From an optimization exercise on the open Yosys and OpenROAD flow, aimed at small area and a short achievable clock period; shortcuts taken in it are not production practice.
In this exercise RTL edits were held to simulation tests only and were not proved equivalent to the original.
Power and IR drop assume default switching activity.

## design/flow/config.mk

```make
export PLATFORM = sky130hd
export DESIGN_NAME = ALU_TOP
export DESIGN_NICKNAME = ALU_TOP
export VERILOG_FILES = /design/flow/design.v
export SDC_FILE = /design/flow/constraint.sdc
export NUM_CORES = 4
export LEC_CHECK = 0
export CAP_MARGIN = 20
export CORE_MARGIN = 2
export CORE_UTILIZATION = 40
export SLEW_MARGIN = 20
```

## design/flow/constraint.sdc

```tcl
create_clock -name core_clock -period 95.0 [get_ports {CLK}]
set_input_delay 19.0000 -clock core_clock [delete_from_list [all_inputs] [get_ports {CLK}]]
set_output_delay 19.0000 -clock core_clock [all_outputs]
set_load 0.01 [all_outputs]
```

## design/flow/design.v

```verilog
module Decoder_Unit (
input wire [1:0] ALU_FUN,
output wire Arith_Enable, Logic_Enable, CMP_Enable, Shift_Enable
	);
assign Arith_Enable = (ALU_FUN == 2'b00);
assign Logic_Enable = (ALU_FUN == 2'b01);
assign CMP_Enable   = (ALU_FUN == 2'b10);
assign Shift_Enable = (ALU_FUN == 2'b11);
endmodule
module ALU_MUL (
  input  wire [15:0] A,
  input  wire [15:0] B,
  output wire [31:0] P
);
wire one1;
wire two2;
wire neg3;
wire pp4;
wire pp5;
wire pp6;
wire pp7;
wire pp8;
wire pp9;
wire pp10;
wire pp11;
wire pp12;
wire pp13;
wire pp14;
wire pp15;
wire pp16;
wire pp17;
wire pp18;
wire pp19;
wire pp20;
wire one21;
wire two22;
wire neg23;
wire pp24;
wire pp25;
wire pp26;
wire pp27;
wire pp28;
wire pp29;
wire pp30;
wire pp31;
wire pp32;
wire pp33;
wire pp34;
wire pp35;
wire pp36;
wire pp37;
wire pp38;
wire pp39;
wire pp40;
wire one41;
wire two42;
wire neg43;
wire pp44;
wire pp45;
wire pp46;
wire pp47;
wire pp48;
wire pp49;
wire pp50;
wire pp51;
wire pp52;
wire pp53;
wire pp54;
wire pp55;
wire pp56;
wire pp57;
wire pp58;
wire pp59;
wire pp60;
wire one61;
wire two62;
wire neg63;
wire pp64;
wire pp65;
wire pp66;
wire pp67;
wire pp68;
wire pp69;
wire pp70;
wire pp71;
wire pp72;
wire pp73;
wire pp74;
wire pp75;
wire pp76;
wire pp77;
wire pp78;
wire pp79;
wire pp80;
wire one81;
wire two82;
wire neg83;
wire pp84;
wire pp85;
wire pp86;
wire pp87;
wire pp88;
wire pp89;
wire pp90;
wire pp91;
wire pp92;
wire pp93;
wire pp94;
wire pp95;
wire pp96;
wire pp97;
wire pp98;
wire pp99;
wire pp100;
wire one101;
wire two102;
wire neg103;
wire pp104;
wire pp105;
wire pp106;
wire pp107;
wire pp108;
wire pp109;
wire pp110;
wire pp111;
wire pp112;
wire pp113;
wire pp114;
wire pp115;
wire pp116;
wire pp117;
wire pp118;
wire pp119;
wire pp120;
wire one121;
wire two122;
wire neg123;
wire pp124;
wire pp125;
wire pp126;
wire pp127;
wire pp128;
wire pp129;
wire pp130;
wire pp131;
wire pp132;
wire pp133;
wire pp134;
wire pp135;
wire pp136;
wire pp137;
wire pp138;
wire pp139;
wire pp140;
wire one141;
wire two142;
wire neg143;
wire pp144;
wire pp145;
wire pp146;
wire pp147;
wire pp148;
wire pp149;
wire pp150;
wire pp151;
wire pp152;
wire pp153;
wire pp154;
wire pp155;
wire pp156;
wire pp157;
wire pp158;
wire pp159;
wire pp160;
wire s161;
wire c162;
wire s163;
wire c164;
wire s165;
wire c166;
wire s167;
wire c168;
wire s169;
wire c170;
wire s171;
wire c172;
wire s173;
wire c174;
wire s175;
wire c176;
wire s177;
wire c178;
wire s179;
wire c180;
wire s181;
wire c182;
wire s183;
wire c184;
wire s185;
wire c186;
wire s187;
wire c188;
wire s189;
wire c190;
wire s191;
wire c192;
wire s193;
wire c194;
wire s195;
wire c196;
wire s197;
wire c198;
wire s199;
wire c200;
wire s201;
wire c202;
wire s203;
wire c204;
wire s205;
wire c206;
wire s207;
wire c208;
wire s209;
wire c210;
wire s211;
wire c212;
wire s213;
wire c214;
wire s215;
wire c216;
wire s217;
wire c218;
wire s219;
wire c220;
wire s221;
wire c222;
wire s223;
wire c224;
wire s225;
wire c226;
wire s227;
wire c228;
wire s229;
wire c230;
wire s231;
wire c232;
wire s233;
wire c234;
wire s235;
wire c236;
wire s237;
wire c238;
wire s239;
wire c240;
wire s241;
wire c242;
wire s243;
wire c244;
wire s245;
wire c246;
wire s247;
wire c248;
wire s249;
wire c250;
wire s251;
wire c252;
wire s253;
wire c254;
wire s255;
wire c256;
wire s257;
wire c258;
wire s259;
wire c260;
wire s261;
wire c262;
wire s263;
wire c264;
wire s265;
wire c266;
wire s267;
wire c268;
wire s269;
wire c270;
wire s271;
wire c272;
wire s273;
wire c274;
wire s275;
wire c276;
wire s277;
wire c278;
wire s279;
wire c280;
wire s281;
wire c282;
wire s283;
wire c284;
wire s285;
wire c286;
wire s287;
wire c288;
wire s289;
wire c290;
wire s291;
wire c292;
wire s293;
wire c294;
wire s295;
wire c296;
wire s297;
wire c298;
wire s299;
wire c300;
wire s301;
wire c302;
wire s303;
wire c304;
wire s305;
wire c306;
wire s307;
wire c308;
wire s309;
wire c310;
wire s311;
wire c312;
wire s313;
wire c314;
wire s315;
wire c316;
wire s317;
wire c318;
wire s319;
wire c320;
wire s321;
wire c322;
wire s323;
wire c324;
wire s325;
wire c326;
wire s327;
wire c328;
wire s329;
wire c330;
wire s331;
wire c332;
wire s333;
wire c334;
wire s335;
wire c336;
wire s337;
wire c338;
wire s339;
wire c340;
wire s341;
wire c342;
wire s343;
wire c344;
wire s345;
wire c346;
wire s347;
wire c348;
wire s349;
wire c350;
wire s351;
wire c352;
wire s353;
wire c354;
wire s355;
wire c356;
wire s357;
wire c358;
wire s359;
wire c360;
wire s361;
wire c362;
wire s363;
wire c364;
wire s365;
wire c366;
wire s367;
wire c368;
wire s369;
wire c370;
wire s371;
wire c372;
wire s373;
wire c374;
wire s375;
wire c376;
wire s377;
wire c378;
wire s379;
wire c380;
wire s381;
wire c382;
wire s383;
wire c384;
wire s385;
wire c386;
wire s387;
wire c388;
wire s389;
wire c390;
wire s391;
wire c392;
wire s393;
wire c394;
wire s395;
wire c396;
wire s397;
wire c398;
wire s399;
wire c400;
wire s401;
wire c402;
wire s403;
wire c404;
wire s405;
wire c406;
wire s407;
wire c408;
wire s409;
wire c410;
wire s411;
wire c412;
wire s413;
wire c414;
wire s415;
wire c416;
wire s417;
wire c418;
wire s419;
wire c420;
wire s421;
wire c422;
wire s423;
wire c424;
wire s425;
wire c426;
wire s427;
wire c428;
wire s429;
wire c430;
wire s431;
wire c432;
wire s433;
wire c434;
wire s435;
wire c436;
wire s437;
wire c438;
wire s439;
wire c440;
wire s441;
wire c442;
wire s443;
wire c444;
wire s445;
wire c446;
wire s447;
assign one1 = B[0] ^ 1'b0;
assign two2 = (B[1] & ~B[0] & ~1'b0) | (~B[1] & B[0] & 1'b0);
assign neg3 = B[1];
assign pp4 = ((one1 & A[0]) | (two2 & 1'b0)) ^ neg3;
assign pp5 = ((one1 & A[1]) | (two2 & A[0])) ^ neg3;
assign pp6 = ((one1 & A[2]) | (two2 & A[1])) ^ neg3;
assign pp7 = ((one1 & A[3]) | (two2 & A[2])) ^ neg3;
assign pp8 = ((one1 & A[4]) | (two2 & A[3])) ^ neg3;
assign pp9 = ((one1 & A[5]) | (two2 & A[4])) ^ neg3;
assign pp10 = ((one1 & A[6]) | (two2 & A[5])) ^ neg3;
assign pp11 = ((one1 & A[7]) | (two2 & A[6])) ^ neg3;
assign pp12 = ((one1 & A[8]) | (two2 & A[7])) ^ neg3;
assign pp13 = ((one1 & A[9]) | (two2 & A[8])) ^ neg3;
assign pp14 = ((one1 & A[10]) | (two2 & A[9])) ^ neg3;
assign pp15 = ((one1 & A[11]) | (two2 & A[10])) ^ neg3;
assign pp16 = ((one1 & A[12]) | (two2 & A[11])) ^ neg3;
assign pp17 = ((one1 & A[13]) | (two2 & A[12])) ^ neg3;
assign pp18 = ((one1 & A[14]) | (two2 & A[13])) ^ neg3;
assign pp19 = ((one1 & A[15]) | (two2 & A[14])) ^ neg3;
assign pp20 = ~(((one1 & A[15]) | (two2 & A[15])) ^ neg3);
assign one21 = B[2] ^ B[1];
assign two22 = (B[3] & ~B[2] & ~B[1]) | (~B[3] & B[2] & B[1]);
assign neg23 = B[3];
assign pp24 = ((one21 & A[0]) | (two22 & 1'b0)) ^ neg23;
assign pp25 = ((one21 & A[1]) | (two22 & A[0])) ^ neg23;
assign pp26 = ((one21 & A[2]) | (two22 & A[1])) ^ neg23;
assign pp27 = ((one21 & A[3]) | (two22 & A[2])) ^ neg23;
assign pp28 = ((one21 & A[4]) | (two22 & A[3])) ^ neg23;
assign pp29 = ((one21 & A[5]) | (two22 & A[4])) ^ neg23;
assign pp30 = ((one21 & A[6]) | (two22 & A[5])) ^ neg23;
assign pp31 = ((one21 & A[7]) | (two22 & A[6])) ^ neg23;
assign pp32 = ((one21 & A[8]) | (two22 & A[7])) ^ neg23;
assign pp33 = ((one21 & A[9]) | (two22 & A[8])) ^ neg23;
assign pp34 = ((one21 & A[10]) | (two22 & A[9])) ^ neg23;
assign pp35 = ((one21 & A[11]) | (two22 & A[10])) ^ neg23;
assign pp36 = ((one21 & A[12]) | (two22 & A[11])) ^ neg23;
assign pp37 = ((one21 & A[13]) | (two22 & A[12])) ^ neg23;
assign pp38 = ((one21 & A[14]) | (two22 & A[13])) ^ neg23;
assign pp39 = ((one21 & A[15]) | (two22 & A[14])) ^ neg23;
assign pp40 = ~(((one21 & A[15]) | (two22 & A[15])) ^ neg23);
assign one41 = B[4] ^ B[3];
assign two42 = (B[5] & ~B[4] & ~B[3]) | (~B[5] & B[4] & B[3]);
assign neg43 = B[5];
assign pp44 = ((one41 & A[0]) | (two42 & 1'b0)) ^ neg43;
assign pp45 = ((one41 & A[1]) | (two42 & A[0])) ^ neg43;
assign pp46 = ((one41 & A[2]) | (two42 & A[1])) ^ neg43;
assign pp47 = ((one41 & A[3]) | (two42 & A[2])) ^ neg43;
assign pp48 = ((one41 & A[4]) | (two42 & A[3])) ^ neg43;
assign pp49 = ((one41 & A[5]) | (two42 & A[4])) ^ neg43;
assign pp50 = ((one41 & A[6]) | (two42 & A[5])) ^ neg43;
assign pp51 = ((one41 & A[7]) | (two42 & A[6])) ^ neg43;
assign pp52 = ((one41 & A[8]) | (two42 & A[7])) ^ neg43;
assign pp53 = ((one41 & A[9]) | (two42 & A[8])) ^ neg43;
assign pp54 = ((one41 & A[10]) | (two42 & A[9])) ^ neg43;
assign pp55 = ((one41 & A[11]) | (two42 & A[10])) ^ neg43;
assign pp56 = ((one41 & A[12]) | (two42 & A[11])) ^ neg43;
assign pp57 = ((one41 & A[13]) | (two42 & A[12])) ^ neg43;
assign pp58 = ((one41 & A[14]) | (two42 & A[13])) ^ neg43;
assign pp59 = ((one41 & A[15]) | (two42 & A[14])) ^ neg43;
assign pp60 = ~(((one41 & A[15]) | (two42 & A[15])) ^ neg43);
assign one61 = B[6] ^ B[5];
assign two62 = (B[7] & ~B[6] & ~B[5]) | (~B[7] & B[6] & B[5]);
assign neg63 = B[7];
assign pp64 = ((one61 & A[0]) | (two62 & 1'b0)) ^ neg63;
assign pp65 = ((one61 & A[1]) | (two62 & A[0])) ^ neg63;
assign pp66 = ((one61 & A[2]) | (two62 & A[1])) ^ neg63;
assign pp67 = ((one61 & A[3]) | (two62 & A[2])) ^ neg63;
assign pp68 = ((one61 & A[4]) | (two62 & A[3])) ^ neg63;
assign pp69 = ((one61 & A[5]) | (two62 & A[4])) ^ neg63;
assign pp70 = ((one61 & A[6]) | (two62 & A[5])) ^ neg63;
assign pp71 = ((one61 & A[7]) | (two62 & A[6])) ^ neg63;
assign pp72 = ((one61 & A[8]) | (two62 & A[7])) ^ neg63;
assign pp73 = ((one61 & A[9]) | (two62 & A[8])) ^ neg63;
assign pp74 = ((one61 & A[10]) | (two62 & A[9])) ^ neg63;
assign pp75 = ((one61 & A[11]) | (two62 & A[10])) ^ neg63;
assign pp76 = ((one61 & A[12]) | (two62 & A[11])) ^ neg63;
assign pp77 = ((one61 & A[13]) | (two62 & A[12])) ^ neg63;
assign pp78 = ((one61 & A[14]) | (two62 & A[13])) ^ neg63;
assign pp79 = ((one61 & A[15]) | (two62 & A[14])) ^ neg63;
assign pp80 = ~(((one61 & A[15]) | (two62 & A[15])) ^ neg63);
assign one81 = B[8] ^ B[7];
assign two82 = (B[9] & ~B[8] & ~B[7]) | (~B[9] & B[8] & B[7]);
assign neg83 = B[9];
assign pp84 = ((one81 & A[0]) | (two82 & 1'b0)) ^ neg83;
assign pp85 = ((one81 & A[1]) | (two82 & A[0])) ^ neg83;
assign pp86 = ((one81 & A[2]) | (two82 & A[1])) ^ neg83;
assign pp87 = ((one81 & A[3]) | (two82 & A[2])) ^ neg83;
assign pp88 = ((one81 & A[4]) | (two82 & A[3])) ^ neg83;
assign pp89 = ((one81 & A[5]) | (two82 & A[4])) ^ neg83;
assign pp90 = ((one81 & A[6]) | (two82 & A[5])) ^ neg83;
assign pp91 = ((one81 & A[7]) | (two82 & A[6])) ^ neg83;
assign pp92 = ((one81 & A[8]) | (two82 & A[7])) ^ neg83;
assign pp93 = ((one81 & A[9]) | (two82 & A[8])) ^ neg83;
assign pp94 = ((one81 & A[10]) | (two82 & A[9])) ^ neg83;
assign pp95 = ((one81 & A[11]) | (two82 & A[10])) ^ neg83;
assign pp96 = ((one81 & A[12]) | (two82 & A[11])) ^ neg83;
assign pp97 = ((one81 & A[13]) | (two82 & A[12])) ^ neg83;
assign pp98 = ((one81 & A[14]) | (two82 & A[13])) ^ neg83;
assign pp99 = ((one81 & A[15]) | (two82 & A[14])) ^ neg83;
assign pp100 = ~(((one81 & A[15]) | (two82 & A[15])) ^ neg83);
assign one101 = B[10] ^ B[9];
assign two102 = (B[11] & ~B[10] & ~B[9]) | (~B[11] & B[10] & B[9]);
assign neg103 = B[11];
assign pp104 = ((one101 & A[0]) | (two102 & 1'b0)) ^ neg103;
assign pp105 = ((one101 & A[1]) | (two102 & A[0])) ^ neg103;
assign pp106 = ((one101 & A[2]) | (two102 & A[1])) ^ neg103;
assign pp107 = ((one101 & A[3]) | (two102 & A[2])) ^ neg103;
assign pp108 = ((one101 & A[4]) | (two102 & A[3])) ^ neg103;
assign pp109 = ((one101 & A[5]) | (two102 & A[4])) ^ neg103;
assign pp110 = ((one101 & A[6]) | (two102 & A[5])) ^ neg103;
assign pp111 = ((one101 & A[7]) | (two102 & A[6])) ^ neg103;
assign pp112 = ((one101 & A[8]) | (two102 & A[7])) ^ neg103;
assign pp113 = ((one101 & A[9]) | (two102 & A[8])) ^ neg103;
assign pp114 = ((one101 & A[10]) | (two102 & A[9])) ^ neg103;
assign pp115 = ((one101 & A[11]) | (two102 & A[10])) ^ neg103;
assign pp116 = ((one101 & A[12]) | (two102 & A[11])) ^ neg103;
assign pp117 = ((one101 & A[13]) | (two102 & A[12])) ^ neg103;
assign pp118 = ((one101 & A[14]) | (two102 & A[13])) ^ neg103;
assign pp119 = ((one101 & A[15]) | (two102 & A[14])) ^ neg103;
assign pp120 = ~(((one101 & A[15]) | (two102 & A[15])) ^ neg103);
assign one121 = B[12] ^ B[11];
assign two122 = (B[13] & ~B[12] & ~B[11]) | (~B[13] & B[12] & B[11]);
assign neg123 = B[13];
assign pp124 = ((one121 & A[0]) | (two122 & 1'b0)) ^ neg123;
assign pp125 = ((one121 & A[1]) | (two122 & A[0])) ^ neg123;
assign pp126 = ((one121 & A[2]) | (two122 & A[1])) ^ neg123;
assign pp127 = ((one121 & A[3]) | (two122 & A[2])) ^ neg123;
assign pp128 = ((one121 & A[4]) | (two122 & A[3])) ^ neg123;
assign pp129 = ((one121 & A[5]) | (two122 & A[4])) ^ neg123;
assign pp130 = ((one121 & A[6]) | (two122 & A[5])) ^ neg123;
assign pp131 = ((one121 & A[7]) | (two122 & A[6])) ^ neg123;
assign pp132 = ((one121 & A[8]) | (two122 & A[7])) ^ neg123;
assign pp133 = ((one121 & A[9]) | (two122 & A[8])) ^ neg123;
assign pp134 = ((one121 & A[10]) | (two122 & A[9])) ^ neg123;
assign pp135 = ((one121 & A[11]) | (two122 & A[10])) ^ neg123;
assign pp136 = ((one121 & A[12]) | (two122 & A[11])) ^ neg123;
assign pp137 = ((one121 & A[13]) | (two122 & A[12])) ^ neg123;
assign pp138 = ((one121 & A[14]) | (two122 & A[13])) ^ neg123;
assign pp139 = ((one121 & A[15]) | (two122 & A[14])) ^ neg123;
assign pp140 = ~(((one121 & A[15]) | (two122 & A[15])) ^ neg123);
assign one141 = B[14] ^ B[13];
assign two142 = (B[15] & ~B[14] & ~B[13]) | (~B[15] & B[14] & B[13]);
assign neg143 = B[15];
assign pp144 = ((one141 & A[0]) | (two142 & 1'b0)) ^ neg143;
assign pp145 = ((one141 & A[1]) | (two142 & A[0])) ^ neg143;
assign pp146 = ((one141 & A[2]) | (two142 & A[1])) ^ neg143;
assign pp147 = ((one141 & A[3]) | (two142 & A[2])) ^ neg143;
assign pp148 = ((one141 & A[4]) | (two142 & A[3])) ^ neg143;
assign pp149 = ((one141 & A[5]) | (two142 & A[4])) ^ neg143;
assign pp150 = ((one141 & A[6]) | (two142 & A[5])) ^ neg143;
assign pp151 = ((one141 & A[7]) | (two142 & A[6])) ^ neg143;
assign pp152 = ((one141 & A[8]) | (two142 & A[7])) ^ neg143;
assign pp153 = ((one141 & A[9]) | (two142 & A[8])) ^ neg143;
assign pp154 = ((one141 & A[10]) | (two142 & A[9])) ^ neg143;
assign pp155 = ((one141 & A[11]) | (two142 & A[10])) ^ neg143;
assign pp156 = ((one141 & A[12]) | (two142 & A[11])) ^ neg143;
assign pp157 = ((one141 & A[13]) | (two142 & A[12])) ^ neg143;
assign pp158 = ((one141 & A[14]) | (two142 & A[13])) ^ neg143;
assign pp159 = ((one141 & A[15]) | (two142 & A[14])) ^ neg143;
assign pp160 = ~(((one141 & A[15]) | (two142 & A[15])) ^ neg143);
assign s161 = pp14 ^ pp32;
assign c162 = pp14 & pp32;
assign s163 = pp15 ^ pp33;
assign c164 = pp15 & pp33;
assign s165 = pp16 ^ pp34 ^ pp52;
assign c166 = (pp16 & pp34) | (pp52 & (pp16 ^ pp34));
assign s167 = pp70 ^ pp88;
assign c168 = pp70 & pp88;
assign s169 = pp17 ^ pp35 ^ pp53;
assign c170 = (pp17 & pp35) | (pp53 & (pp17 ^ pp35));
assign s171 = pp71 ^ pp89;
assign c172 = pp71 & pp89;
assign s173 = pp18 ^ pp36 ^ pp54;
assign c174 = (pp18 & pp36) | (pp54 & (pp18 ^ pp36));
assign s175 = pp72 ^ pp90 ^ pp108;
assign c176 = (pp72 & pp90) | (pp108 & (pp72 ^ pp90));
assign s177 = pp126 ^ pp144;
assign c178 = pp126 & pp144;
assign s179 = pp19 ^ pp37 ^ pp55;
assign c180 = (pp19 & pp37) | (pp55 & (pp19 ^ pp37));
assign s181 = pp73 ^ pp91 ^ pp109;
assign c182 = (pp73 & pp91) | (pp109 & (pp73 ^ pp91));
assign s183 = pp127 ^ pp145;
assign c184 = pp127 & pp145;
assign s185 = pp20 ^ pp38 ^ pp56;
assign c186 = (pp20 & pp38) | (pp56 & (pp20 ^ pp38));
assign s187 = pp74 ^ pp92 ^ pp110;
assign c188 = (pp74 & pp92) | (pp110 & (pp74 ^ pp92));
assign s189 = ~(pp128 ^ pp146);
assign c190 = pp128 | pp146;
assign s191 = pp39 ^ pp57 ^ pp75;
assign c192 = (pp39 & pp57) | (pp75 & (pp39 ^ pp57));
assign s193 = pp93 ^ pp111 ^ pp129;
assign c194 = (pp93 & pp111) | (pp129 & (pp93 ^ pp111));
assign s195 = ~pp147;
assign c196 = pp147;
assign s197 = pp40 ^ pp58 ^ pp76;
assign c198 = (pp40 & pp58) | (pp76 & (pp40 ^ pp58));
assign s199 = pp94 ^ pp112 ^ pp130;
assign c200 = (pp94 & pp112) | (pp130 & (pp94 ^ pp112));
assign s201 = pp59 ^ pp77 ^ pp95;
assign c202 = (pp59 & pp77) | (pp95 & (pp59 ^ pp77));
assign s203 = pp113 ^ pp131;
assign c204 = pp113 & pp131;
assign s205 = pp60 ^ pp78 ^ pp96;
assign c206 = (pp60 & pp78) | (pp96 & (pp60 ^ pp78));
assign s207 = pp79 ^ pp97;
assign c208 = pp79 & pp97;
assign s209 = pp10 ^ pp28;
assign c210 = pp10 & pp28;
assign s211 = pp11 ^ pp29;
assign c212 = pp11 & pp29;
assign s213 = pp12 ^ pp30 ^ pp48;
assign c214 = (pp12 & pp30) | (pp48 & (pp12 ^ pp30));
assign s215 = pp66 ^ pp84;
assign c216 = pp66 & pp84;
assign s217 = pp13 ^ pp31 ^ pp49;
assign c218 = (pp13 & pp31) | (pp49 & (pp13 ^ pp31));
assign s219 = pp67 ^ pp85;
assign c220 = pp67 & pp85;
assign s221 = s161 ^ pp50 ^ pp68;
assign c222 = (s161 & pp50) | (pp68 & (s161 ^ pp50));
assign s223 = pp86 ^ pp104 ^ neg103;
assign c224 = (pp86 & pp104) | (neg103 & (pp86 ^ pp104));
assign s225 = c162 ^ s163 ^ pp51;
assign c226 = (c162 & s163) | (pp51 & (c162 ^ s163));
assign s227 = pp69 ^ pp87 ^ pp105;
assign c228 = (pp69 & pp87) | (pp105 & (pp69 ^ pp87));
assign s229 = c164 ^ s165 ^ s167;
assign c230 = (c164 & s165) | (s167 & (c164 ^ s165));
assign s231 = pp106 ^ pp124 ^ neg123;
assign c232 = (pp106 & pp124) | (neg123 & (pp106 ^ pp124));
assign s233 = c166 ^ c168 ^ s169;
assign c234 = (c166 & c168) | (s169 & (c166 ^ c168));
assign s235 = s171 ^ pp107 ^ pp125;
assign c236 = (s171 & pp107) | (pp125 & (s171 ^ pp107));
assign s237 = c170 ^ c172 ^ s173;
assign c238 = (c170 & c172) | (s173 & (c170 ^ c172));
assign s239 = s175 ^ s177 ^ neg143;
assign c240 = (s175 & s177) | (neg143 & (s175 ^ s177));
assign s241 = c174 ^ c176 ^ c178;
assign c242 = (c174 & c176) | (c178 & (c174 ^ c176));
assign s243 = s179 ^ s181 ^ s183;
assign c244 = (s179 & s181) | (s183 & (s179 ^ s181));
assign s245 = c180 ^ c182 ^ c184;
assign c246 = (c180 & c182) | (c184 & (c180 ^ c182));
assign s247 = s185 ^ s187 ^ s189;
assign c248 = (s185 & s187) | (s189 & (s185 ^ s187));
assign s249 = c186 ^ c188 ^ c190;
assign c250 = (c186 & c188) | (c190 & (c186 ^ c188));
assign s251 = s191 ^ s193 ^ s195;
assign c252 = (s191 & s193) | (s195 & (s191 ^ s193));
assign s253 = c192 ^ c194 ^ c196;
assign c254 = (c192 & c194) | (c196 & (c192 ^ c194));
assign s255 = s197 ^ s199 ^ pp148;
assign c256 = (s197 & s199) | (pp148 & (s197 ^ s199));
assign s257 = c198 ^ c200 ^ s201;
assign c258 = (c198 & c200) | (s201 & (c198 ^ c200));
assign s259 = ~(s203 ^ pp149);
assign c260 = s203 | pp149;
assign s261 = c202 ^ c204 ^ s205;
assign c262 = (c202 & c204) | (s205 & (c202 ^ c204));
assign s263 = pp114 ^ pp132 ^ pp150;
assign c264 = (pp114 & pp132) | (pp150 & (pp114 ^ pp132));
assign s265 = c206 ^ s207 ^ pp115;
assign c266 = (c206 & s207) | (pp115 & (c206 ^ s207));
assign s267 = ~(pp133 ^ pp151);
assign c268 = pp133 | pp151;
assign s269 = c208 ^ pp80 ^ pp98;
assign c270 = (c208 & pp80) | (pp98 & (c208 ^ pp80));
assign s271 = pp116 ^ pp134 ^ pp152;
assign c272 = (pp116 & pp134) | (pp152 & (pp116 ^ pp134));
assign s273 = pp99 ^ pp117 ^ pp135;
assign c274 = (pp99 & pp117) | (pp135 & (pp99 ^ pp117));
assign s275 = ~pp153;
assign c276 = pp153;
assign s277 = pp100 ^ pp118 ^ pp136;
assign c278 = (pp100 & pp118) | (pp136 & (pp100 ^ pp118));
assign s279 = pp119 ^ pp137;
assign c280 = pp119 & pp137;
assign s281 = pp8 ^ pp26;
assign c282 = pp8 & pp26;
assign s283 = pp9 ^ pp27;
assign c284 = pp9 & pp27;
assign s285 = s209 ^ pp46 ^ pp64;
assign c286 = (s209 & pp46) | (pp64 & (s209 ^ pp46));
assign s287 = c210 ^ s211 ^ pp47;
assign c288 = (c210 & s211) | (pp47 & (c210 ^ s211));
assign s289 = c212 ^ s213 ^ s215;
assign c290 = (c212 & s213) | (s215 & (c212 ^ s213));
assign s291 = c214 ^ c216 ^ s217;
assign c292 = (c214 & c216) | (s217 & (c214 ^ c216));
assign s293 = c218 ^ c220 ^ s221;
assign c294 = (c218 & c220) | (s221 & (c218 ^ c220));
assign s295 = c222 ^ c224 ^ s225;
assign c296 = (c222 & c224) | (s225 & (c222 ^ c224));
assign s297 = c226 ^ c228 ^ s229;
assign c298 = (c226 & c228) | (s229 & (c226 ^ c228));
assign s299 = c230 ^ c232 ^ s233;
assign c300 = (c230 & c232) | (s233 & (c230 ^ c232));
assign s301 = c234 ^ c236 ^ s237;
assign c302 = (c234 & c236) | (s237 & (c234 ^ c236));
assign s303 = c238 ^ c240 ^ s241;
assign c304 = (c238 & c240) | (s241 & (c238 ^ c240));
assign s305 = c242 ^ c244 ^ s245;
assign c306 = (c242 & c244) | (s245 & (c242 ^ c244));
assign s307 = c246 ^ c248 ^ s249;
assign c308 = (c246 & c248) | (s249 & (c246 ^ c248));
assign s309 = c250 ^ c252 ^ s253;
assign c310 = (c250 & c252) | (s253 & (c250 ^ c252));
assign s311 = c254 ^ c256 ^ s257;
assign c312 = (c254 & c256) | (s257 & (c254 ^ c256));
assign s313 = c258 ^ c260 ^ s261;
assign c314 = (c258 & c260) | (s261 & (c258 ^ c260));
assign s315 = c262 ^ c264 ^ s265;
assign c316 = (c262 & c264) | (s265 & (c262 ^ c264));
assign s317 = c266 ^ c268 ^ s269;
assign c318 = (c266 & c268) | (s269 & (c266 ^ c268));
assign s319 = c270 ^ c272 ^ s273;
assign c320 = (c270 & c272) | (s273 & (c270 ^ c272));
assign s321 = c274 ^ c276 ^ s277;
assign c322 = (c274 & c276) | (s277 & (c274 ^ c276));
assign s323 = c278 ^ s279 ^ pp155;
assign c324 = (c278 & s279) | (pp155 & (c278 ^ s279));
assign s325 = c280 ^ pp120 ^ pp138;
assign c326 = (c280 & pp120) | (pp138 & (c280 ^ pp120));
assign s327 = pp139 ^ pp157;
assign c328 = pp139 & pp157;
assign s329 = pp6 ^ pp24;
assign c330 = pp6 & pp24;
assign s331 = pp7 ^ pp25;
assign c332 = pp7 & pp25;
assign s333 = s281 ^ pp44 ^ neg43;
assign c334 = (s281 & pp44) | (neg43 & (s281 ^ pp44));
assign s335 = c282 ^ s283 ^ pp45;
assign c336 = (c282 & s283) | (pp45 & (c282 ^ s283));
assign s337 = c284 ^ s285 ^ neg63;
assign c338 = (c284 & s285) | (neg63 & (c284 ^ s285));
assign s339 = c286 ^ s287 ^ pp65;
assign c340 = (c286 & s287) | (pp65 & (c286 ^ s287));
assign s341 = c288 ^ s289 ^ neg83;
assign c342 = (c288 & s289) | (neg83 & (c288 ^ s289));
assign s343 = c290 ^ s291 ^ s219;
assign c344 = (c290 & s291) | (s219 & (c290 ^ s291));
assign s345 = c292 ^ s293 ^ s223;
assign c346 = (c292 & s293) | (s223 & (c292 ^ s293));
assign s347 = c294 ^ s295 ^ s227;
assign c348 = (c294 & s295) | (s227 & (c294 ^ s295));
assign s349 = c296 ^ s297 ^ s231;
assign c350 = (c296 & s297) | (s231 & (c296 ^ s297));
assign s351 = c298 ^ s299 ^ s235;
assign c352 = (c298 & s299) | (s235 & (c298 ^ s299));
assign s353 = c300 ^ s301 ^ s239;
assign c354 = (c300 & s301) | (s239 & (c300 ^ s301));
assign s355 = c302 ^ s303 ^ s243;
assign c356 = (c302 & s303) | (s243 & (c302 ^ s303));
assign s357 = c304 ^ s305 ^ s247;
assign c358 = (c304 & s305) | (s247 & (c304 ^ s305));
assign s359 = c306 ^ s307 ^ s251;
assign c360 = (c306 & s307) | (s251 & (c306 ^ s307));
assign s361 = c308 ^ s309 ^ s255;
assign c362 = (c308 & s309) | (s255 & (c308 ^ s309));
assign s363 = c310 ^ s311 ^ s259;
assign c364 = (c310 & s311) | (s259 & (c310 ^ s311));
assign s365 = c312 ^ s313 ^ s263;
assign c366 = (c312 & s313) | (s263 & (c312 ^ s313));
assign s367 = c314 ^ s315 ^ s267;
assign c368 = (c314 & s315) | (s267 & (c314 ^ s315));
assign s369 = c316 ^ s317 ^ s271;
assign c370 = (c316 & s317) | (s271 & (c316 ^ s317));
assign s371 = c318 ^ s319 ^ s275;
assign c372 = (c318 & s319) | (s275 & (c318 ^ s319));
assign s373 = c320 ^ s321 ^ pp154;
assign c374 = (c320 & s321) | (pp154 & (c320 ^ s321));
assign s375 = ~(c322 ^ s323);
assign c376 = c322 | s323;
assign s377 = c324 ^ s325 ^ pp156;
assign c378 = (c324 & s325) | (pp156 & (c324 ^ s325));
assign s379 = ~(c326 ^ s327);
assign c380 = c326 | s327;
assign s381 = c328 ^ pp140 ^ pp158;
assign c382 = (c328 & pp140) | (pp158 & (c328 ^ pp140));
assign s383 = ~pp159;
assign c384 = pp159;
assign s385 = pp4 ^ neg3;
assign c386 = pp4 & neg3;
assign s387 = pp5 ^ c386;
assign c388 = pp5 & c386;
assign s389 = s329 ^ neg23 ^ c388;
assign c390 = (s329 & neg23) | (c388 & (s329 ^ neg23));
assign s391 = c330 ^ s331 ^ c390;
assign c392 = (c330 & s331) | (c390 & (c330 ^ s331));
assign s393 = c332 ^ s333 ^ c392;
assign c394 = (c332 & s333) | (c392 & (c332 ^ s333));
assign s395 = c334 ^ s335 ^ c394;
assign c396 = (c334 & s335) | (c394 & (c334 ^ s335));
assign s397 = c336 ^ s337 ^ c396;
assign c398 = (c336 & s337) | (c396 & (c336 ^ s337));
assign s399 = c338 ^ s339 ^ c398;
assign c400 = (c338 & s339) | (c398 & (c338 ^ s339));
assign s401 = c340 ^ s341 ^ c400;
assign c402 = (c340 & s341) | (c400 & (c340 ^ s341));
assign s403 = c342 ^ s343 ^ c402;
assign c404 = (c342 & s343) | (c402 & (c342 ^ s343));
assign s405 = c344 ^ s345 ^ c404;
assign c406 = (c344 & s345) | (c404 & (c344 ^ s345));
assign s407 = c346 ^ s347 ^ c406;
assign c408 = (c346 & s347) | (c406 & (c346 ^ s347));
assign s409 = c348 ^ s349 ^ c408;
assign c410 = (c348 & s349) | (c408 & (c348 ^ s349));
assign s411 = c350 ^ s351 ^ c410;
assign c412 = (c350 & s351) | (c410 & (c350 ^ s351));
assign s413 = c352 ^ s353 ^ c412;
assign c414 = (c352 & s353) | (c412 & (c352 ^ s353));
assign s415 = c354 ^ s355 ^ c414;
assign c416 = (c354 & s355) | (c414 & (c354 ^ s355));
assign s417 = c356 ^ s357 ^ c416;
assign c418 = (c356 & s357) | (c416 & (c356 ^ s357));
assign s419 = c358 ^ s359 ^ c418;
assign c420 = (c358 & s359) | (c418 & (c358 ^ s359));
assign s421 = c360 ^ s361 ^ c420;
assign c422 = (c360 & s361) | (c420 & (c360 ^ s361));
assign s423 = c362 ^ s363 ^ c422;
assign c424 = (c362 & s363) | (c422 & (c362 ^ s363));
assign s425 = c364 ^ s365 ^ c424;
assign c426 = (c364 & s365) | (c424 & (c364 ^ s365));
assign s427 = c366 ^ s367 ^ c426;
assign c428 = (c366 & s367) | (c426 & (c366 ^ s367));
assign s429 = c368 ^ s369 ^ c428;
assign c430 = (c368 & s369) | (c428 & (c368 ^ s369));
assign s431 = c370 ^ s371 ^ c430;
assign c432 = (c370 & s371) | (c430 & (c370 ^ s371));
assign s433 = c372 ^ s373 ^ c432;
assign c434 = (c372 & s373) | (c432 & (c372 ^ s373));
assign s435 = c374 ^ s375 ^ c434;
assign c436 = (c374 & s375) | (c434 & (c374 ^ s375));
assign s437 = c376 ^ s377 ^ c436;
assign c438 = (c376 & s377) | (c436 & (c376 ^ s377));
assign s439 = c378 ^ s379 ^ c438;
assign c440 = (c378 & s379) | (c438 & (c378 ^ s379));
assign s441 = c380 ^ s381 ^ c440;
assign c442 = (c380 & s381) | (c440 & (c380 ^ s381));
assign s443 = c382 ^ s383 ^ c442;
assign c444 = (c382 & s383) | (c442 & (c382 ^ s383));
assign s445 = c384 ^ pp160 ^ c444;
assign c446 = (c384 & pp160) | (c444 & (c384 ^ pp160));
assign s447 = 1'b1 ^ c446;
assign P = {s447, s445, s443, s441, s439, s437, s435, s433, s431, s429, s427, s425, s423, s421, s419, s417, s415, s413, s411, s409, s407, s405, s403, s401, s399, s397, s395, s393, s391, s389, s387, s385};
endmodule
module ALU_DIV (
  input  wire [15:0] A,
  input  wire [15:0] B,
  output wire [16:0] Q    
);
wire sa = A[15];
wire sb = B[15];
wire [15:0] N;
assign N[0] = A[0];
assign N[1] = A[1] ^ (sa & (|A[0:0]));
assign N[2] = A[2] ^ (sa & (|A[1:0]));
assign N[3] = A[3] ^ (sa & (|A[2:0]));
assign N[4] = A[4] ^ (sa & (|A[3:0]));
assign N[5] = A[5] ^ (sa & (|A[4:0]));
assign N[6] = A[6] ^ (sa & (|A[5:0]));
assign N[7] = A[7] ^ (sa & (|A[6:0]));
assign N[8] = A[8] ^ (sa & (|A[7:0]));
assign N[9] = A[9] ^ (sa & (|A[8:0]));
assign N[10] = A[10] ^ (sa & (|A[9:0]));
assign N[11] = A[11] ^ (sa & (|A[10:0]));
assign N[12] = A[12] ^ (sa & (|A[11:0]));
assign N[13] = A[13] ^ (sa & (|A[12:0]));
assign N[14] = A[14] ^ (sa & (|A[13:0]));
assign N[15] = A[15] ^ (sa & (|A[14:0]));
wire ci = ~sb;
wire [15:0] Bx = B ^ {16{ci}};
wire [15:0] q;
wire [0:0] x15;
assign x15 = N[15];
wire [0:0] d15;
wire [1:0] c15;
wire [1:0] t15 = {1'b0, x15} + {1'b0, Bx[0:0]} + ci;
assign d15 = t15[0:0];
assign c15[1] = t15[1];
assign q[15] = c15[1] & (&Bx[15:1]);
wire [0:0] r15 = q[15] ? d15 : x15;
wire [1:0] x14;
assign x14 = {r15, N[14]};
wire [1:0] d14;
wire [2:0] c14;
wire [2:0] t14 = {1'b0, x14} + {1'b0, Bx[1:0]} + ci;
assign d14 = t14[1:0];
assign c14[2] = t14[2];
assign q[14] = c14[2] & (&Bx[15:2]);
wire [1:0] r14 = q[14] ? d14 : x14;
wire [2:0] x13;
assign x13 = {r14, N[13]};
wire [2:0] d13;
wire [3:0] c13;
wire [3:0] t13 = {1'b0, x13} + {1'b0, Bx[2:0]} + ci;
assign d13 = t13[2:0];
assign c13[3] = t13[3];
assign q[13] = c13[3] & (&Bx[15:3]);
wire [2:0] r13 = q[13] ? d13 : x13;
wire [3:0] x12;
assign x12 = {r13, N[12]};
wire [3:0] d12;
wire [4:0] c12;
wire [4:0] t12 = {1'b0, x12} + {1'b0, Bx[3:0]} + ci;
assign d12 = t12[3:0];
assign c12[4] = t12[4];
assign q[12] = c12[4] & (&Bx[15:4]);
wire [3:0] r12 = q[12] ? d12 : x12;
wire [4:0] x11;
assign x11 = {r12, N[11]};
wire [4:0] d11;
wire [5:0] c11;
wire [5:0] t11 = {1'b0, x11} + {1'b0, Bx[4:0]} + ci;
assign d11 = t11[4:0];
assign c11[5] = t11[5];
assign q[11] = c11[5] & (&Bx[15:5]);
wire [4:0] r11 = q[11] ? d11 : x11;
wire [5:0] x10;
assign x10 = {r11, N[10]};
wire [5:0] d10;
wire [6:0] c10;
wire [6:0] t10 = {1'b0, x10} + {1'b0, Bx[5:0]} + ci;
assign d10 = t10[5:0];
assign c10[6] = t10[6];
assign q[10] = c10[6] & (&Bx[15:6]);
wire [5:0] r10 = q[10] ? d10 : x10;
wire [6:0] x9;
assign x9 = {r10, N[9]};
wire [6:0] d9;
wire [7:0] c9;
wire [7:0] t9 = {1'b0, x9} + {1'b0, Bx[6:0]} + ci;
assign d9 = t9[6:0];
assign c9[7] = t9[7];
assign q[9] = c9[7] & (&Bx[15:7]);
wire [6:0] r9 = q[9] ? d9 : x9;
wire [7:0] x8;
assign x8 = {r9, N[8]};
wire [7:0] d8;
wire [8:0] c8;
wire [8:0] t8 = {1'b0, x8} + {1'b0, Bx[7:0]} + ci;
assign d8 = t8[7:0];
assign c8[8] = t8[8];
assign q[8] = c8[8] & (&Bx[15:8]);
wire [7:0] r8 = q[8] ? d8 : x8;
wire [8:0] x7;
assign x7 = {r8, N[7]};
wire [8:0] d7;
wire [9:0] c7;
wire [9:0] t7 = {1'b0, x7} + {1'b0, Bx[8:0]} + ci;
assign d7 = t7[8:0];
assign c7[9] = t7[9];
assign q[7] = c7[9] & (&Bx[15:9]);
wire [8:0] r7 = q[7] ? d7 : x7;
wire [9:0] x6;
assign x6 = {r7, N[6]};
wire [9:0] d6;
wire [10:0] c6;
wire [10:0] t6 = {1'b0, x6} + {1'b0, Bx[9:0]} + ci;
assign d6 = t6[9:0];
assign c6[10] = t6[10];
assign q[6] = c6[10] & (&Bx[15:10]);
wire [9:0] r6 = q[6] ? d6 : x6;
wire [10:0] x5;
assign x5 = {r6, N[5]};
wire [10:0] d5;
wire [11:0] c5;
wire [11:0] t5 = {1'b0, x5} + {1'b0, Bx[10:0]} + ci;
assign d5 = t5[10:0];
assign c5[11] = t5[11];
assign q[5] = c5[11] & (&Bx[15:11]);
wire [10:0] r5 = q[5] ? d5 : x5;
wire [11:0] x4;
assign x4 = {r5, N[4]};
wire [11:0] d4;
wire [12:0] c4;
wire [12:0] t4 = {1'b0, x4} + {1'b0, Bx[11:0]} + ci;
assign d4 = t4[11:0];
assign c4[12] = t4[12];
assign q[4] = c4[12] & (&Bx[15:12]);
wire [11:0] r4 = q[4] ? d4 : x4;
wire [12:0] x3;
assign x3 = {r4, N[3]};
wire [12:0] d3;
wire [13:0] c3;
wire [13:0] t3 = {1'b0, x3} + {1'b0, Bx[12:0]} + ci;
assign d3 = t3[12:0];
assign c3[13] = t3[13];
assign q[3] = c3[13] & (&Bx[15:13]);
wire [12:0] r3 = q[3] ? d3 : x3;
wire [13:0] x2;
assign x2 = {r3, N[2]};
wire [13:0] d2;
wire [14:0] c2;
wire [14:0] t2 = {1'b0, x2} + {1'b0, Bx[13:0]} + ci;
assign d2 = t2[13:0];
assign c2[14] = t2[14];
assign q[2] = c2[14] & (&Bx[15:14]);
wire [13:0] r2 = q[2] ? d2 : x2;
wire [14:0] x1;
assign x1 = {r2, N[1]};
wire [14:0] d1;
wire [15:0] c1;
wire [15:0] t1 = {1'b0, x1} + {1'b0, Bx[14:0]} + ci;
assign d1 = t1[14:0];
assign c1[15] = t1[15];
assign q[1] = c1[15] & (&Bx[15:15]);
wire [14:0] r1 = q[1] ? d1 : x1;
wire [15:0] x0;
assign x0 = {r1, N[0]};
wire [15:0] d0;
wire [16:0] c0;
wire [16:0] t0 = {1'b0, x0} + {1'b0, Bx[15:0]} + ci;
assign d0 = t0[15:0];
assign c0[16] = t0[16];
assign q[0] = c0[16];
wire sq = sa ^ sb;
wire [16:0] qn;
assign qn[0] = q[0];
assign qn[1] = q[1] ^ (sq & (|q[0:0]));
assign qn[2] = q[2] ^ (sq & (|q[1:0]));
assign qn[3] = q[3] ^ (sq & (|q[2:0]));
assign qn[4] = q[4] ^ (sq & (|q[3:0]));
assign qn[5] = q[5] ^ (sq & (|q[4:0]));
assign qn[6] = q[6] ^ (sq & (|q[5:0]));
assign qn[7] = q[7] ^ (sq & (|q[6:0]));
assign qn[8] = q[8] ^ (sq & (|q[7:0]));
assign qn[9] = q[9] ^ (sq & (|q[8:0]));
assign qn[10] = q[10] ^ (sq & (|q[9:0]));
assign qn[11] = q[11] ^ (sq & (|q[10:0]));
assign qn[12] = q[12] ^ (sq & (|q[11:0]));
assign qn[13] = q[13] ^ (sq & (|q[12:0]));
assign qn[14] = q[14] ^ (sq & (|q[13:0]));
assign qn[15] = q[15] ^ (sq & (|q[14:0]));
assign qn[16] = sq & (|q);
assign Q = qn;
endmodule
module ALU_ADDSUB (
  input  wire [15:0] A,
  input  wire [15:0] B,
  input  wire SUB,
  output wire [16:0] S    
);
wire [16:0] a = {A[15], A};
wire [16:0] b = {B[15], B} ^ {17{SUB}};
wire [17:0] c;
assign c[0] = SUB;
assign S[0] = a[0] ^ b[0] ^ c[0];
assign c[1] = (a[0] & b[0]) | (c[0] & (a[0] ^ b[0]));
assign S[1] = a[1] ^ b[1] ^ c[1];
assign c[2] = (a[1] & b[1]) | (c[1] & (a[1] ^ b[1]));
assign S[2] = a[2] ^ b[2] ^ c[2];
assign c[3] = (a[2] & b[2]) | (c[2] & (a[2] ^ b[2]));
assign S[3] = a[3] ^ b[3] ^ c[3];
assign c[4] = (a[3] & b[3]) | (c[3] & (a[3] ^ b[3]));
assign S[4] = a[4] ^ b[4] ^ c[4];
assign c[5] = (a[4] & b[4]) | (c[4] & (a[4] ^ b[4]));
assign S[5] = a[5] ^ b[5] ^ c[5];
assign c[6] = (a[5] & b[5]) | (c[5] & (a[5] ^ b[5]));
assign S[6] = a[6] ^ b[6] ^ c[6];
assign c[7] = (a[6] & b[6]) | (c[6] & (a[6] ^ b[6]));
assign S[7] = a[7] ^ b[7] ^ c[7];
assign c[8] = (a[7] & b[7]) | (c[7] & (a[7] ^ b[7]));
assign S[8] = a[8] ^ b[8] ^ c[8];
assign c[9] = (a[8] & b[8]) | (c[8] & (a[8] ^ b[8]));
assign S[9] = a[9] ^ b[9] ^ c[9];
assign c[10] = (a[9] & b[9]) | (c[9] & (a[9] ^ b[9]));
assign S[10] = a[10] ^ b[10] ^ c[10];
assign c[11] = (a[10] & b[10]) | (c[10] & (a[10] ^ b[10]));
assign S[11] = a[11] ^ b[11] ^ c[11];
assign c[12] = (a[11] & b[11]) | (c[11] & (a[11] ^ b[11]));
assign S[12] = a[12] ^ b[12] ^ c[12];
assign c[13] = (a[12] & b[12]) | (c[12] & (a[12] ^ b[12]));
assign S[13] = a[13] ^ b[13] ^ c[13];
assign c[14] = (a[13] & b[13]) | (c[13] & (a[13] ^ b[13]));
assign S[14] = a[14] ^ b[14] ^ c[14];
assign c[15] = (a[14] & b[14]) | (c[14] & (a[14] ^ b[14]));
assign S[15] = a[15] ^ b[15] ^ c[15];
assign c[16] = (a[15] & b[15]) | (c[15] & (a[15] ^ b[15]));
assign S[16] = a[16] ^ b[16] ^ c[16];
endmodule
module LOGIC_UNIT (
input wire [15:0] A,
input wire [15:0] B,
input wire [1:0] ALU_FUN,
output wire [15:0] Y
	);
assign Y = (ALU_FUN[0] ? (A | B) : (A & B)) ^ {16{ALU_FUN[1]}};
endmodule
module CMP_UNIT (
input wire [16:0] D,       
input wire [1:0] ALU_FUN,
output wire [1:0] Y
	);
wire eq = ~|D[15:0];
wire lt = D[16];
wire gt = ~lt & ~eq;
assign Y[1] = ALU_FUN[1] & (ALU_FUN[0] ? lt : gt);
assign Y[0] = ALU_FUN[0] & (ALU_FUN[1] ? lt : eq);
endmodule
module SHIFT_UNIT (
input wire [15:0] A,
input wire [15:0] B,
input wire [1:0] ALU_FUN,
output wire [16:0] Y
	);
wire [15:0] X = ALU_FUN[1] ? B : A;
assign Y = ALU_FUN[0] ? {X, 1'b0} : {1'b0, X[15], X[15:1]};
endmodule
module ALU_TOP (
input wire signed [15:0] A,
input wire signed [15:0] B,
input wire [3:0] ALU_FUNC,
input wire CLK,
input wire RST,
output reg signed [31:0] Arith_OUT,
output reg [15:0] Logic_OUT,
output reg [1:0] CMP_OUT,
output reg [16:0] SHIFT_OUT,
output reg Arith_Flag, Logic_Flag, CMP_Flag, SHIFT_Flag
	);
wire Arith_Enable, Logic_Enable, CMP_Enable, Shift_Enable;
Decoder_Unit Decoder (
.ALU_FUN(ALU_FUNC[3:2]),
.Arith_Enable(Arith_Enable),
.Logic_Enable(Logic_Enable),
.CMP_Enable(CMP_Enable),
.Shift_Enable(Shift_Enable)
	);
wire sub = ALU_FUNC[0] | ALU_FUNC[3];
wire [16:0] sum;
ALU_ADDSUB AddSub (.A(A), .B(B), .SUB(sub), .S(sum));
wire [31:0] prod;
ALU_MUL Mul (.A(A), .B(B), .P(prod));
wire [16:0] quo;
ALU_DIV Div (.A(A), .B(B), .Q(quo));
wire div_ok = |B;
wire sel_add = Arith_Enable & ~ALU_FUNC[1];
wire sel_mul = Arith_Enable & ALU_FUNC[1] & ~ALU_FUNC[0];
wire sel_div = Arith_Enable & ALU_FUNC[1] & ALU_FUNC[0] & div_ok;
wire [31:0] arith = ({32{sel_add}} & {{15{sum[16]}}, sum})
                  | ({32{sel_mul}} & prod)
                  | ({32{sel_div}} & {{15{quo[16]}}, quo});
wire [15:0] logic_res;
LOGIC_UNIT Logic (.A(A), .B(B), .ALU_FUN(ALU_FUNC[1:0]), .Y(logic_res));
wire [1:0] cmp_res;
CMP_UNIT Cmp (.D(sum), .ALU_FUN(ALU_FUNC[1:0]), .Y(cmp_res));
wire [16:0] shift_res;
SHIFT_UNIT Shift (.A(A), .B(B), .ALU_FUN(ALU_FUNC[1:0]), .Y(shift_res));
always @(posedge CLK or negedge RST) begin
if (!RST) begin
	Arith_OUT <= 32'b0;
	Logic_OUT <= 16'b0;
	CMP_OUT <= 2'b0;
	SHIFT_OUT <= 17'b0;
	Arith_Flag <= 1'b0;
	Logic_Flag <= 1'b0;
	CMP_Flag <= 1'b0;
	SHIFT_Flag <= 1'b0;
end else begin
	Arith_OUT <= arith;
	Logic_OUT <= Logic_Enable ? logic_res : 16'b0;
	CMP_OUT <= CMP_Enable ? cmp_res : 2'b0;
	SHIFT_OUT <= Shift_Enable ? shift_res : 17'b0;
	Arith_Flag <= Arith_Enable;
	Logic_Flag <= Logic_Enable;
	CMP_Flag <= CMP_Enable;
	SHIFT_Flag <= Shift_Enable;
end
end
endmodule
```

## design/flow/flow/run.sh

```bash
#!/bin/bash
# The standard layout (standard.sh), with every port buffered by the smallest buffer cell
# instead of the one buffer_ports picks by default. Each tool's output lands in the ORFS logs
# under orfs/logs/; make's own output goes to standard_flow.log in this folder.
set -euo pipefail
bash standard.sh "BUFFER_PORTS_ARGS=-buffer_cell sky130_fd_sc_hd__buf_1" finish > standard_flow.log 2>&1
```

## design/flow/standard.sh

```bash
#!/bin/bash
# synth_recipe.tcl (not shown) runs the flow's synth.tcl, then flattens the netlist and writes it again
# the make line also repeats each setting of config.mk as NAME=value (left out here)
make -C /OpenROAD-flow-scripts/flow DESIGN_CONFIG=/design/flow/config.mk WORK_HOME=/design/flow/orfs CLKGATE_MAP_FILE= SYNTH_SCRIPT=/design/flow/synth_recipe.tcl "${@:-finish}"
```

==> summary.txt, run 1 <==
Power
  • Psw: 0.000222 W
  • Comb pwr share: 0.824
  • Power Density: 21.2 nW/µm²
  • Switch share: 0.527
  • Internal cell power: 0.000199 W
  • Worst vdd ir: 0.0000196 V
  • Clock power share: 0.088
  • Overall power: 0.000421 W
  • Pleak: 8.41 nW
  • Register share of total power: 0.088

STA
  • RSZ-0062 raised after global routing: no
  • TNS Setup: 0 ps
  • Worst Max-Slew Pin Slew: 1130 ps
  • Hold Vio Cnt, Final: 0
  • Rel. slew slack: 0.243
  • F_max: 0.0189 GHz
  • Final worst-path cycle share: 0.556
  • Final min period: 52,800 ps
  • Hold_ws: 18,870 ps
  • Max Slew Vio Count: 0
  • Final setup fails: 0

Floorplanning
  • Die Area: 48,300 µm²
  • Num ports: 109
  • Core area: 46,300 µm²
  • Num rows: 79
  • Initial Utilization: 0.403
  • Die X: 220 µm
  • Die height: 220 µm

GRT
  • Pin count of the biggest net entering global routing: 72
  • Initial antenna violation count: 1
  • Vias in the first global route: 18,886
  • GRT Overall Usage: 0.299
  • First-pass GRT wire length: 111,000 µm
  • GRT overflow: 0

Outcome
  • Outcome: timing/DRC/antenna clean

CTS
  • Clk sink count: 71
  • Worst-case clock buffer depth: 2
  • Post-CTS Resized: 0
  • CTS H-tree lvls: 3
  • Cts bufs inserted: 9
  • Clock-pin slew on the worst setup and hold paths: 80 ps
  • CTS tree: built
  • Post-CTS setup buffer count: 0
  • Clock root buffer: clkbuf_16
  • Cts hold-fix bufs: 0

Critical path
  • Critical Path Max Stage Delay: 740 ps
  • Critical setup path kind: in -> reg
  • Critical path endpoint category: flip-flop
  • Startpoint types: input pin
  • Worst EP required: 95,210 ps
  • Worst Path Max Fanout: 43
  • Slowest CP cell: ha_1
  • Most Frequent Cell on Critical Path: ha_1
  • Crit path DAT: 53,010 ps

Synthesis
  • Synth area leader: fa_1
  • Syn avg cell area: 7.72 µm²
  • Main area contributors after synthesis: fa_1, ha_1, dfrtp_1, xnor2_1, nor2_1
  • Yosys top cell area share: 0.152
  • Synth unique cells: 89
  • Number of synthesized flops with an enable pin: 0
  • Synthesis-stage register bit count: 71
  • Most frequent cells after synthesis: nor2_1, nand2_1, clkbuf_1, a21oi_1, ha_1
  • Async SR Flop Fraction: 1.00
  • Sequential share of the synthesized area: 0.0954
  • Most frequent cell after synthesis: nor2_1
  • Synth warnings: 1
  • Ys flop type: dfrtp_1
  • Syn Inst Count: 2,413
  • Syn Nets: 2,742
  • Post-Syn Area: 18,600 µm²

Routing
  • WL/cell: 23.8 µm
  • Routed wire length: 71,500 µm
  • Via/cell ratio: 6.27
  • First-pass detailed-route iteration total: 6
  • Drt drc: 0
  • Detail Route Antenna Nets: 0
  • Vias: 18,837
  • First DRT Iteration DRCs: 1,867

Finish
  • Finished Core Util: 0.430
  • Final Cell Area: 19,900 µm²
  • Layout cells sized above 1: 0.0876
  • Fin nets: 2,721
  • P&R area growth vs syn: 6.82%
  • Diodes inserted: 0

Job
  • Max cap viols: 0

Placed design
  • Placed Area: 19,600 µm²
  • Dpl hpwl: 51,000 µm
  • Port bufs: 108
  • GP Congestion: 0.933

Min path
  • Min-delay worst type: in -> async
==> cells by family after synthesis <==
group	Yosys count	synth area share
AO/OA/AOI/OAI	712	0.257
XOR/XNOR	187	0.0879
adder cells (fa/ha/maj)	323	0.269
buffers and inverters	333	0.0685
multiplexers	66	0.0456
AND/OR/NAND/NOR	721	0.176
flip-flops	71	0.0954
==> routing by layer <==
layer | vias up | share of wire | global-route usage
met5 | - | 0 | 0
met4 | 0 | 0.055 | 0.164
met3 | 205 | 0.089 | 0.0457
met2 | 972 | 0.46 | 0.487
met1 | 9085 | 0.40 | 0.379
li1 | 8575 | - | -
==> per-stage QoR <==
stage | setup WS, ps | cells
floorplan | 45490 | 2413
CTS | 42550 | 3004
global route | 39130 | 3004
finish | 42200 | 3004
detailed placement | 42270 | 2988
global placement | 43430 | 2988
==> layout make-up <==
type	instances	area, µm²
clock buffer	11	243
sequential	71	1780
fill	4744	26400
tap	607	759
clock inverter	5	57.6
inverter	122	458
timing repair buffer	179	972
multi-input combinational	2009	15600
==> flip-flops by register name, summed over array words and instances (netlist names) <==
| signal | flops |
|---|---|
| CMP_OUT | 2 |
| Logic_OUT | 16 |
| Logic_Flag | 1 |
| Arith_Flag | 1 |
| SHIFT_Flag | 1 |
| Arith_OUT | 32 |
| CMP_Flag | 1 |
| SHIFT_OUT | 17 |
==> worst paths after layout <==
path                        startpoint                       to  slack [ps]
max                              B[15]  Arith_OUT[29]$_DFF_PN0_       42200
min                                RST       CMP_Flag$_DFF_PN0_       18870
max in group asynchronous          RST   SHIFT_OUT[8]$_DFF_PN0_       75490
min in group core_clock    ALU_FUNC[3]       CMP_Flag$_DFF_PN0_       19040
==> layout by cell type (no fill, tap or decap), types with 71 or more instances in the layout <==
cell type  count
a21oi_1      169
nor2_1       278
nand2_1      212
fa_1         141
o21ai_0      126
a221oi_1      74
dfrtp_1       71
buf_1         83
inv_1        114
xnor2_1      130
ha_1         150
buf_4         71
==> worst max-delay path, delay by kind of cell <==
kind,cells,cell delay [ps]
and+or+nand+nor,30,6530
muxes,5,2000
buffers and inverters,7,1580
AOI/OAI and AO/OA,64,17030
xor gates and xnor gates,4,870
adders and majority gates,16,5840
==> power groups by stage <==
stage / registers [W] / clock network, W / logic, W
5_1_grt: 0.0000376 / 0.0000384 / 0.000376
2_1_floorplan: 0.0000393 / 0 / 0.000219
3_5_place_dp: 0.0000377 / 0 / 0.000340
6_report: 0.0000372 / 0.0000370 / 0.000347
3_3_place_gp: 0.0000380 / 0 / 0.000335
4_1_cts: 0.0000373 / 0.0000370 / 0.000343
==> run 2, diff against run 1 <==
--- a/design/flow/config.mk
+++ b/design/flow/config.mk
@@ -5,6 +5,7 @@
 export SDC_FILE = /design/flow/constraint.sdc
 export NUM_CORES = 4
 export LEC_CHECK = 0
+export ABC_AREA = 1
 export CAP_MARGIN = 20
 export CORE_MARGIN = 2
 export CORE_UTILIZATION = 40
==> summary.txt, run 2 <==
Finish
  • P&R area growth vs syn: 7.24%
  • Commonest non-fill, non-tap cell in the layout: nand2_1
  • Most frequent cells in the layout: nand2_1, inv_1, xor2_1
  • Multi-input gate area: 13,200 µm² (-16%)
  • Non-Filler Instances: 2,711 (-9.8%)
  • Max FFs per register: 32 (unchanged)
  • FF/Latch Area: 1780 µm² (unchanged)
  • Fill cell total of the finished layout: 4,082 (-14%)
  • Diodes inserted: 0 (unchanged)
  • Fin nets: 2,511 (-7.7%)
  • Finished Core Util: 0.437 (+0.00697)
  • Largest regs: Arith_OUT (32), SHIFT_OUT (17), Logic_OUT (16)
  • Layout cells sized above 1: 0.0846 (-0.00298)
  • Biggest register: Arith_OUT

Synthesis
  • Sequential share of the synthesized area: 0.109 (+0.0136)
  • Number of synthesized flops with an enable pin: 0 (unchanged)
  • Post-Synth Simple-Gate Area: 0.184 (+0.00846)
  • Syn avg cell area: 7.64 µm² (-1.0%)
  • Post-Synth Adder-Cell Area: 0.288 (+0.0187)
  • Compound-gate portion of the synthesized area: 0.183 (-0.0745)
  • Syn Inst Count: 2,134 (-12%)
  • Mux contribution to synthesized area: 0.000614 (-0.0450)
  • Most frequent cells after synthesis: nand2_1, inv_1, xor2_1, ha_1, fa_1
  • Most frequent cell after synthesis: nand2_1
  • Post-Syn Area: 16,300 µm² (-12%)
  • Main area contributors after synthesis: fa_1, xor2_1, ha_1, dfrtp_1, nand2_1
  • Largest family of logic cells by synthesized area: adder cells
  • Ys flop type: dfrtp_1
  • Async SR Flop Fraction: 1.00 (unchanged)
  • Synth warnings: 1 (unchanged)
  • Syn Nets: 2,463 (-10%)
  • Synth area leader: fa_1
  • Synthesis-stage register bit count: 71 (unchanged)
  • Yosys top cell area share: 0.173 (+0.0216)
  • Synth unique cells: 60 (-33%)
  • Post-synthesis xor/xnor area fraction: 0.150 (+0.0619)

Critical path
  • Critical setup path kind: in -> reg
  • Kind of cell adding the most delay to the critical path: compound AO/OA/AOI/OAI gates
  • Worst Path Max Fanout: 29 (-33%)
  • Startpoint types: input pin
  • Slowest CP cell: buf_4
  • Critical path launch point: B[15]
  • Worst EP required: 95,200 ps (about the same)
  • Number of stages on the worst setup path: 182 (+44%)
  • Critical path endpoint category: flip-flop
  • Crit path buffers/inverters: 24 (+17)
  • Worst Setup EP: Arith_OUT[16]$_DFF_PN0_
  • Critical Path Max Stage Delay: 470 ps (-270 ps)
  • Most Frequent Cell on Critical Path: nand2_1
  • Crit path DAT: 51,080 ps (-1930 ps)

Floorplanning
  • Core area: 40,000 µm² (-14%)
  • Initial Utilization: 0.408 (+0.00490)
  • Die Area: 42,400 µm² (-12%)
  • Die X: 206 µm (-6.3%)
  • Num ports: 109 (unchanged)
  • Die height: 206 µm (-6.3%)
  • Num rows: 73 (-7.6%)

CTS
  • Cts hold-fix bufs: 0 (unchanged)
  • CTS H-tree lvls: 3 (unchanged)
  • Clock root buffer: clkbuf_16
  • CTS tree: built
  • Clk sink count: 71 (unchanged)
  • Worst-case clock buffer depth: 2 (unchanged)
  • Cts bufs inserted: 9 (unchanged)
  • Clock-pin slew on the worst setup and hold paths: 80 ps (about the same)
  • Post-CTS setup buffer count: 0 (unchanged)
  • Post-CTS Resized: 0 (unchanged)

STA
  • RSZ-0062 raised after global routing: no
  • Max Slew Vio Count: 0 (unchanged)
  • Final setup fails: 0 (unchanged)
  • F_max: 0.0197 GHz (+3.8%)
  • Hold Vio Cnt, Final: 0 (unchanged)
  • Rel. slew slack: 0.248 (+0.00543)
  • Final min period: 50,880 ps (-1920 ps)
  • Worst Max-Slew Pin Slew: 1130 ps (-0.0421 ps)
  • Final worst-path cycle share: 0.536 (-0.0202)
  • TNS Setup: 0 ps (unchanged)

Placed design
  • Placed Instances: 2,696 (-9.8%)
  • GP Congestion: 0.924 (-1.0%)
  • Port bufs: 108 (unchanged)
  • Dpl hpwl: 41,700 µm (-18%)

GRT
  • Vias in the first global route: 15,519 (-18%)
  • GRT overflow: 0 (unchanged)
  • GRT Overall Usage: 0.265 (-0.0341)
  • First-pass GRT wire length: 85,900 µm (-22%)
  • Pin count of the biggest net entering global routing: 72 (unchanged)
  • Initial antenna violation count: 0 (-1)

Outcome
  • Outcome: timing/DRC/antenna clean

Power
  • Worst vdd ir: 0.0000318 V (+62%)
  • Pleak: 8.67 nW (+3.1%)
  • Power Density: 22.0 nW/µm² (+4.1%)

Routing
  • Routed wire length: 55,400 µm (-23%)
  • First DRT Iteration DRCs: 1,449 (-22%)
  • First-pass detailed-route iteration total: 8 (+2)
  • Vias: 15,221 (-19%)
  • WL/cell: 20.4 µm (-14%)
  • Detail Route Antenna Nets: 0 (unchanged)
  • Drt drc: 0 (unchanged)
  • Via/cell ratio: 5.61 (-10%)

Min path
  • Min-delay worst type: in -> async

Job
  • Max cap viols: 0 (unchanged)
## run 2: cell type report
| class | instances | area share |
|---|---|---|
| multi-input cells | 1711 | 0.752 |
| flip-flops and latches | 71 | 0.102 |
| inverters | 244 | 0.0524 |
| repair buffers | 145 | 0.0396 |
| well taps | 525 | 0.0376 |
| clock buffers | 9 | 0.0129 |
| clock inverters | 6 | 0.00351 |
## run 2: how the worst min path moves through the flow
stage,to,slack (ps),start,cells past startpoint
3_3_place_gp,SHIFT_OUT[13]$_DFF_PN0_,19310,RST,2
5_1_grt,Arith_Flag$_DFF_PN0_,18970,ALU_FUNC[2],2
6_report,SHIFT_OUT[11]$_DFF_PN0_,18910,RST,2
3_5_place_dp,Arith_Flag$_DFF_PN0_,19320,ALU_FUNC[2],2
2_1_floorplan,Arith_Flag$_DFF_PN0_,18700,RST,0
4_1_cts,SHIFT_OUT[11]$_DFF_PN0_,18920,RST,2
## run 2: per-layer routing
metal | vias up | GRT usage | wire, µm | share of wire
li1 | 7184 | - | - | -
met1 | 7295 | 0.337 | 22900 | 0.41
met2 | 583 | 0.441 | 26200 | 0.47
met3 | 159 | 0.0413 | 3750 | 0.068
met4 | 0 | 0.121 | 2460 | 0.044
met5 | - | 0 | 0 | 0
## run 2: cell families (layout without fill, tap and decap cells)
family / count (synthesis) / after routing
AOI/OAI and AO/OA: 497 / 497
xor gates and xnor gates: 270 / 270
adders and majority gates: 291 / 291
buffers and inverters: 352 / 404
DFF: 71 / 71
muxes: 1 / 1
and+or+nand+nor: 652 / 652
## run 2: where the power goes
group / total [W] / internal, W / switching (W)
combinational: 0.000312 / 0.000129 / 0.000183
sequential: 0.0000360 / 0.0000345 / 0.00000151
clock: 0.0000370 / 0.0000202 / 0.0000168
## run 2: metrics by stage
| stage | cell area [µm²] | power (W) | worst slack, ps | hold slack, ps |
|---|---|---|---|---|
| CTS | 17500 | 0.000389 | 44420 | 18920 |
| detailed placement | 17200 | 0.000350 | 44140 | 19320 |
| global placement | 17200 | 0.000344 | 45330 | 19310 |
| floorplan | 16300 | 0.000263 | 49810 | 18700 |
| finish | 17500 | 0.000385 | 44120 | 18910 |
| global route | 17500 | 0.000431 | 40730 | 18970 |

## separate check: timing with driven ports
The results above use ideal ports. As a check the final layouts listed here were re-extracted and re-timed, cells and wires unchanged.
Step 1 assumes that a clkbuf_16 drives the clock port and a buf_2 every other input.
Step 2 adds t to the input delays and takes it off the output delays; t is the mean of the earliest and latest rising clock arrival at the registers after step 1. Input paths then give back, and output paths get back, about the clock's delay inside the block.
Three values: ideal ports, drivers, drivers and shift; two values: the first two.
| run | shift t [ns] | setup slack, ns | cell pins on the clock port's net |
|---|---|---|---|
| run 1 | 0.414 | 42.200 / 42.215 / 41.801 | 1 |
| run 2 | 0.421 | 44.122 / 44.149 / 43.728 | 1 |
After both steps setup and hold are still met in every run listed. For run 1, which loses most, drivers alone change the setup slack by +0.015 ns; drivers and shift together by -0.399 ns.
